This design comes from an exercise in tuning for small area on the open sky130 flow, not from production work.
The RTL was checked by simulation tests, not by an equivalence proof against the original design.
Power figures rest on the tool's default switching activity, not on a simulated workload.

==> flow/design.v (excerpt) <==
module main
#(parameter div = 16)
( input rst, input clk,
  input [3:0] row,
  output [3:0] col,
  output rw_out, output rs_out, output e_out, output [7:0] db_out,
  output [6:0] leds
);
reg [3:0] c16;
reg [4:0] c25;
reg [2:0] wb;
wire t0 = c25[4] & c25[3] & c25[0];                              
wire c25wrap = c25[4] & c25[3] & ~c25[0];                        
wire ktick = (c16[1:0] == 2'd0) & c25wrap;                       
wire ltick = (c16 == 4'd0) & ~t0;
wire [3:0] k = c16;
always @(posedge clk, posedge rst)
	if (rst) begin
		c16 <= 4'd0;
		c25 <= 5'h1f;
		wb <= 3'd0;
	end else begin
		c16 <= c16 + 4'd1;
		c25 <= c25wrap ? 5'd0 : c25 + 5'd1;
		if (ktick)
			wb <= 3'd0;
		else if (c16 == 4'd15)
			wb <= wb + 3'd1;
	end
reg [3:0] pc;            
reg [4:0] m25;
reg blink;
wire fresh = m25[4] & m25[3] & m25[0];                           
wire m25wrap = m25[4] & m25[3] & ~m25[0];                        
wire m25is23 = m25[4] & ~m25[3] & m25[2] & m25[1] & m25[0];
always @(posedge clk, posedge rst)
	if (rst) begin
		pc <= 4'd0;
		m25 <= 5'h1f;
		blink <= 1'b0;
	end else if (ktick) begin
		pc <= pc - 4'd1;
		m25 <= m25wrap ? 5'd0 : m25 + 5'd1;
		if (pc[0] & m25is23)
			blink <= ~blink;
	end
reg [4:0] K;
reg [2:0] Q;
wire rowv = (row == 4'b0111) | (row == 4'b1011) | (row == 4'b1101) | (row == 4'b1110);
wire [1:0] rowi = {~row[1] | ~row[0], ~row[2] | ~row[0]};
always @(posedge clk, posedge rst)
	if (rst) begin
		K <= 5'd0;
		Q <= 3'd0;
  ...
clock: 20.0 ns
lec_check: 0
cap_margin: 20
core_margin: 2
core_utilization: 70
slew_margin: 20
standard.sh (not shown) runs the stock make flow with config.mk's settings and CLKGATE_MAP_FILE= SYNTH_SCRIPT=/design/flow/synth_recipe.tcl, a recipe that flattens the netlist after the stock synthesis.
==> flow/flow/run.sh <==
#!/bin/bash
# Layout flow: the standard synthesis with an area-oriented ABC mapping
# script in place of ORFS's delay-oriented one (flow/synth.tcl), then the standard flow's
# standard layout for every later step, with two changes:
#  - port buffers are the smallest buffer (every port still gets one);
#  - the clock tree uses mid-size buffers and no dummy loads (every register
#    is still clocked through the tree, insertion delay balanced by CTS).
# The standard synthesis is run first as a reference: if the registers of
# the area-oriented synthesis (instance names and cell types) differ from
# it in any way, the standard synthesis is used instead.
# Each tool's output goes to a log file here.
set -euo pipefail
W=$PWD
R=$W/orfs/results/${FLOW_PLATFORM}/main/base
export MY_ABC_SCRIPT=$W/flow/area.abc
export FLOW_SYNTH_TCL=$W/synth_recipe.tcl
CTS="$(cat $W/flow/cts_args)"

regs() { grep -E '^ *sky130_fd_sc_hd__(df|edf|sdf|dl)[a-z]*_[0-9]+ ' "$1" | awk '{print $1, $2}' | sort; }

bash standard.sh synth > $W/flow_synth_std.log 2>&1
cp $R/1_2_yosys.v $W/std_1_2_yosys.v
rm -f $R/1_2_yosys.v $R/1_2_yosys.sdc $R/1_synth.odb $R/1_synth.sdc
bash standard.sh SYNTH_SCRIPT=$W/flow/synth.tcl synth > $W/flow_synth.log 2>&1
if ! diff <(regs $W/std_1_2_yosys.v) <(regs $R/1_2_yosys.v) > $W/flow_regs_diff.log 2>&1; then
	echo "registers differ from the standard synthesis; using it" >> $W/flow_regs_diff.log
	rm -f $R/1_2_yosys.v $R/1_2_yosys.sdc $R/1_synth.odb $R/1_synth.sdc
	bash standard.sh synth > $W/flow_synth_fallback.log 2>&1
fi
bash standard.sh "BUFFER_PORTS_ARGS=-buffer_cell sky130_fd_sc_hd__buf_1" "CTS_ARGS=$CTS" > $W/flow_layout.log 2>&1
==> flow/flow/cts_args <==
-sink_clustering_enable -repair_clock_nets -dont_use_dummy_load -buf_list sky130_fd_sc_hd__clkbuf_8
Other scripts of this flow, unchanged in this note and not shown: flow/flow/area.abc, flow/flow/synth.tcl
The baseline went through all stages and came out clean.
==> next run, changes <==
--- a/flow/flow/run.sh
+++ b/flow/flow/run.sh
@@ -4 +4 @@
-# standard layout for every later step, with two changes:
+# standard layout for every later step, with these changes:
@@ -5,0 +6 @@
+#  - one tie cell drives all constant outputs;
@@ -30 +31 @@
-bash standard.sh "BUFFER_PORTS_ARGS=-buffer_cell sky130_fd_sc_hd__buf_1" "CTS_ARGS=$CTS" > $W/flow_layout.log 2>&1
+bash standard.sh SKIP_REPAIR_TIE_FANOUT=1 "BUFFER_PORTS_ARGS=-buffer_cell sky130_fd_sc_hd__buf_1" "CTS_ARGS=$CTS" > $W/flow_layout.log 2>&1
==> flow/flow/cts_args (replaced) <==
-sink_clustering_enable -repair_clock_nets -dont_use_dummy_load -buf_list sky130_fd_sc_hd__clkbuf_4 -sink_buffer_max_cap_derate 0.5
Result: The new run produced a clean layout. Sequential power stays flat. Maximum frequency goes down by 2.2%. Synthesized cell count is unchanged. Worst hold slack gets better by 0.019 ns. Combinational power goes up by about 0.9%. Global-route usage goes down by 0.71 points. Clock skew goes up by 0.014 ns.
==> next run, changes <==
--- a/flow/flow/run.sh
+++ b/flow/flow/run.sh
@@ -4 +4 @@
-# standard layout for every later step, with these changes:
+# standard layout for every later step, with two changes:
Critical path depth stays the same.
Clock skew stays the same.
Via count stays the same.
Area after synthesis stays the same.
Sequential cell count is unchanged.
Wire length stays the same.
Cell count is unchanged.
Utilization stays the same.
Hold slack is unchanged.
==> next run, changes <==
--- a/flow/flow/run.sh
+++ b/flow/flow/run.sh
@@ -6 +5,0 @@
-#  - one tie cell drives all constant outputs;
@@ -31 +30 @@
-bash standard.sh SKIP_REPAIR_TIE_FANOUT=1 "BUFFER_PORTS_ARGS=-buffer_cell sky130_fd_sc_hd__buf_1" "CTS_ARGS=$CTS" > $W/flow_layout.log 2>&1
+bash standard.sh "BUFFER_PORTS_ARGS=-buffer_cell sky130_fd_sc_hd__buf_1" "CTS_ARGS=$CTS" > $W/flow_layout.log 2>&1
What happened: Worst setup slack improved by 0.068 ns; total power barely changes; wire length increases by a few percent; final area is higher slightly; cell count goes up slightly.

## static timing again, ports no longer ideal
The flow's constraints put no driver on any port. The routed layouts listed below were extracted and timed again, unchanged, in two steps.
Step 1 sets driving cells, clkbuf_16 on the clock port and buf_2 on the other inputs (assumed; they add their load-dependent delay and slew).
Step 2, shift: input delay + t, output delay - t, t = (earliest + latest rising clock arrival at the registers) / 2. This alone moves slack from input paths to output paths.
Slacks: ideal / step 1 / step 2; pairs: ideal / step 1.
run | t (ns) | slack for setup (ns) | worst setup path after step 2 | clock arrival spread, ns
the first run | 0.366 | 13.643 / 13.611 / 13.977 | register to output | 0.017 / 0.017
the second run | 0.433 | 13.502 / 13.475 / 13.908 | register to output | 0.031 / 0.031
the third run | 0.433 | 13.502 / 13.475 / 13.908 | register to output | 0.031 / 0.031
the fourth run | 0.429 | 13.570 / 13.540 / 13.969 | register to output | 0.026 / 0.026
After both steps setup and hold are still met in every run listed.
